This is an optimization exercise on Yosys and OpenROAD, whose aim is small area, not a production implementation. RTL that was checked went through simulation tests only; none was proved equivalent to the original. Power is estimated from default activity; no workload was simulated.

==> inputs of run X <==
Design alu16, start of the top module:
module alu16(clk, rst, a, b, ctrl, res, R15);
	input clk, rst;
	input [15:0] a, b;
	input [3:0] ctrl;
	output reg [15:0] res;
	output reg [15:0] R15;
	wire [15:0] sum, quo, rem;
	wire [31:0] prod;
	wire [15:0] res_d, R15_d;
	ALU u_alu(.a(a), .b(b), .ctrl(ctrl), .sum(sum), .prod(prod), .quo(quo), .rem(rem));
	wire s_as = ctrl[3:1] == 3'b000;
	wire s_mul = ctrl == 4'd2;
	wire s_div = ctrl == 4'd3;
	wire s_lg = ctrl[3:1] == 3'b010;
	wire s_hold = ~(s_as | s_mul | s_div | s_lg);
	wire s_hold_h = ~(s_mul | s_div);
	genvar g;
	generate
		for (g = 0; g < 16; g = g + 1) begin : o
			osel_r ur (.s_as(s_as), .s_mul(s_mul), .s_div(s_div), .s_lg(s_lg), .s_hold(s_hold),
				.c0(ctrl[0]), .sum(sum[g]), .p(prod[g]), .quo(quo[g]), .a(a[g]), .b(b[g]),
				.res(res[g]), .y(res_d[g]));
			osel_h uh (.s_mul(s_mul), .s_div(s_div), .s_hold(s_hold_h), .p(prod[g+16]),
				.rem(rem[g]), .r15(R15[g]), .y(R15_d[g]));
		end
	endgenerate
	always @(posedge clk, negedge rst) begin
		if (~rst) begin
			res <= 16'h0000;
			R15 <= 16'h0000;
		end
		else begin
			res <= res_d;
			R15 <= R15_d;
		end
	end
endmodule
==> module osel_r, before the edit <==
module osel_r (s_as, s_mul, s_div, s_lg, s_hold, c0, sum, p, quo, a, b, res, y);
	input s_as, s_mul, s_div, s_lg, s_hold, c0, sum, p, quo, a, b, res;
	output y;
	wire lg = (a & b) | (c0 & (a | b));
	assign y = (s_as & sum) | (s_mul & p) | (s_div & quo) | (s_lg & lg) | (s_hold & res);
endmodule
==> module osel_h, before the edit <==
module osel_h (s_mul, s_div, s_hold, p, rem, r15, y);
	input s_mul, s_div, s_hold, p, rem, r15;
	output y;
	assign y = (s_mul & p) | (s_div & rem) | (s_hold & r15);
endmodule
==> module alu16, before the edit <==
module alu16(clk, rst, a, b, ctrl, res, R15);
	input clk, rst;
	input [15:0] a, b;
	input [3:0] ctrl;
	output reg [15:0] res;
	output reg [15:0] R15;
	wire [15:0] sum, quo, rem;
	wire [31:0] prod;
	wire [15:0] res_d, R15_d;
	ALU u_alu(.a(a), .b(b), .ctrl(ctrl), .sum(sum), .prod(prod), .quo(quo), .rem(rem));
	wire s_as = ctrl[3:1] == 3'b000;
	wire s_mul = ctrl == 4'd2;
	wire s_div = ctrl == 4'd3;
	wire s_lg = ctrl[3:1] == 3'b010;
	wire s_hold = ~(s_as | s_mul | s_div | s_lg);
	wire s_hold_h = ~(s_mul | s_div);
	genvar g;
	generate
		for (g = 0; g < 16; g = g + 1) begin : o
			osel_r ur (.s_as(s_as), .s_mul(s_mul), .s_div(s_div), .s_lg(s_lg), .s_hold(s_hold),
				.c0(ctrl[0]), .sum(sum[g]), .p(prod[g]), .quo(quo[g]), .a(a[g]), .b(b[g]),
				.res(res[g]), .y(res_d[g]));
			osel_h uh (.s_mul(s_mul), .s_div(s_div), .s_hold(s_hold_h), .p(prod[g+16]),
				.rem(rem[g]), .r15(R15[g]), .y(R15_d[g]));
		end
	endgenerate
	always @(posedge clk, negedge rst) begin
		if (~rst) begin
			res <= 16'h0000;
			R15 <= 16'h0000;
		end
		else begin
			res <= res_d;
			R15 <= R15_d;
		end
	end
endmodule
Settings: LEC_CHECK=0, CAP_MARGIN=20, CORE_MARGIN=2, CORE_UTILIZATION=40, CTS_BUF_LIST=sky130_fd_sc_hd__clkbuf_8, SETUP_SLACK_MARGIN=-1.0, SLEW_MARGIN=20, SYNTH_HIERARCHICAL=1, SYNTH_MINIMUM_KEEP_SIZE=0; clock period 40.0 ns.
standard.sh (not shown) runs the stock make flow with config.mk's settings and CLKGATE_MAP_FILE= SYNTH_SCRIPT=/design/flow/synth_recipe.tcl, a recipe that flattens the netlist after the stock synthesis.
==> flow/flow/run.sh <==
#!/bin/bash
cp standard.sh standard_sh_copy.txt
export BUFFER_PORTS_ARGS="-buffer_cell sky130_fd_sc_hd__buf_1"
bash standard.sh > standard.log 2>&1
==> inputs of run G, as changes to run X <==
--- a/flow/design.v
+++ b/flow/design.v
@@ -1467,15 +1467,4 @@
 	addsub16 u_add (.a(a), .b(b), .sub(ctrl[0]), .y(sum));
 endmodule
-module osel_r (s_as, s_mul, s_div, s_lg, s_hold, c0, sum, p, quo, a, b, res, y);
-	input s_as, s_mul, s_div, s_lg, s_hold, c0, sum, p, quo, a, b, res;
-	output y;
-	wire lg = (a & b) | (c0 & (a | b));
-	assign y = (s_as & sum) | (s_mul & p) | (s_div & quo) | (s_lg & lg) | (s_hold & res);
-endmodule
-module osel_h (s_mul, s_div, s_hold, p, rem, r15, y);
-	input s_mul, s_div, s_hold, p, rem, r15;
-	output y;
-	assign y = (s_mul & p) | (s_div & rem) | (s_hold & r15);
-endmodule
 module alu16(clk, rst, a, b, ctrl, res, R15);
 	input clk, rst;
@@ -1486,22 +1475,18 @@
 	wire [15:0] sum, quo, rem;
 	wire [31:0] prod;
-	wire [15:0] res_d, R15_d;
+	reg [15:0] res_d, R15_d;
 	ALU u_alu(.a(a), .b(b), .ctrl(ctrl), .sum(sum), .prod(prod), .quo(quo), .rem(rem));
-	wire s_as = ctrl[3:1] == 3'b000;
-	wire s_mul = ctrl == 4'd2;
-	wire s_div = ctrl == 4'd3;
-	wire s_lg = ctrl[3:1] == 3'b010;
-	wire s_hold = ~(s_as | s_mul | s_div | s_lg);
-	wire s_hold_h = ~(s_mul | s_div);
-	genvar g;
-	generate
-		for (g = 0; g < 16; g = g + 1) begin : o
-			osel_r ur (.s_as(s_as), .s_mul(s_mul), .s_div(s_div), .s_lg(s_lg), .s_hold(s_hold),
-				.c0(ctrl[0]), .sum(sum[g]), .p(prod[g]), .quo(quo[g]), .a(a[g]), .b(b[g]),
-				.res(res[g]), .y(res_d[g]));
-			osel_h uh (.s_mul(s_mul), .s_div(s_div), .s_hold(s_hold_h), .p(prod[g+16]),
-				.rem(rem[g]), .r15(R15[g]), .y(R15_d[g]));
-		end
-	endgenerate
+	always @(*) begin
+		res_d = res;
+		R15_d = R15;
+		case (ctrl)
+			4'd0, 4'd1: res_d = sum;
+			4'd2: {R15_d, res_d} = prod;
+			4'd3: begin res_d = quo; R15_d = rem; end
+			4'd4: res_d = a & b;
+			4'd5: res_d = a | b;
+			default: ;
+		endcase
+	end
 	always @(posedge clk, negedge rst) begin
 		if (~rst) begin
Settings changed: SETUP_SLACK_MARGIN -1.0 to -1.25.
==> notes <==
Of run X and run G, run X has the higher routed wire length (gap about 5.6%, measured against run G).
Between run G and run X, the lower global-route usage is in run G (gap 1.3 points).
Flip-flop and latch count is the same in run G and run X.
In run G the first-iteration DRC count is lower than in run X, by about 13%.
In run X the sequential power is lower than in run G, by about 2%.
Of run X and run G, run X has the higher setup slack (gap 0.0051 ns).
==> figures <==
                                                                    run G     run X
Clock network fraction of total power                                3.0%      2.8%
Relative area change from synthesis to final layout                 11.6%     14.1%
Flop2flop setup slack                                            39.16 ns  39.07 ns
Met3 track utilization from global routing                          1.64%     4.50%
Outcome                                          timing/DRC/antenna clean  timing/DRC/antenna clean
Post-Route WL                                                    43300 um  45700 um
Met2 Routed Length                                               21000 um  20300 um
Post-synthesis simple-gate area fraction                            17.0%     15.0%
Die Ht                                                             190 um    189 um
Average vias per placed instance                                     5.61      5.73
Sequential share of cell area                                       5.17%     5.11%
Post-synthesis share of cell area spent on xor and xnor gates       29.4%     29.7%
Critical path buffer and inverter count                                 7        11
Synthesized-area fraction occupied by ao, oa, aoi and oai cells     18.9%     20.5%
No functional check of the RTL was part of run X.

[re-timing with driven ports]
Ports are ideal in the flow. The routed layouts listed here were re-timed in OpenROAD.
Step 1 sets driving cells, clkbuf_16 on the clock port and buf_2 on the other inputs (assumed; they add their load-dependent delay and slew).
Step 2 moves the port delays by t, midway between the first and last clock arrival at a register: inputs arrive t later, outputs are due t later. That takes back most of the time a late clock gives input paths.
a / b / c = ideal / step 1 / step 2; a / b = the first two.
run | shift t [ns] | setup WS [ns] | worst hold slack (ns) | worst slew at a driven data input, ns | pins driven straight from the clock port
run X | 0.372 | 1.117 / 1.121 / 0.749 | 0.517 / 0.517 / 0.517 | 0.08 | 1
run G | 0.347 | 1.112 / 1.096 / 0.749 | 0.495 / 0.495 / 0.495 | 0.08 | 1
After both steps setup and hold are still met in every run listed. The setup slack of run X, which loses most, moves by +0.004 ns with the drivers and by -0.368 ns with both steps.
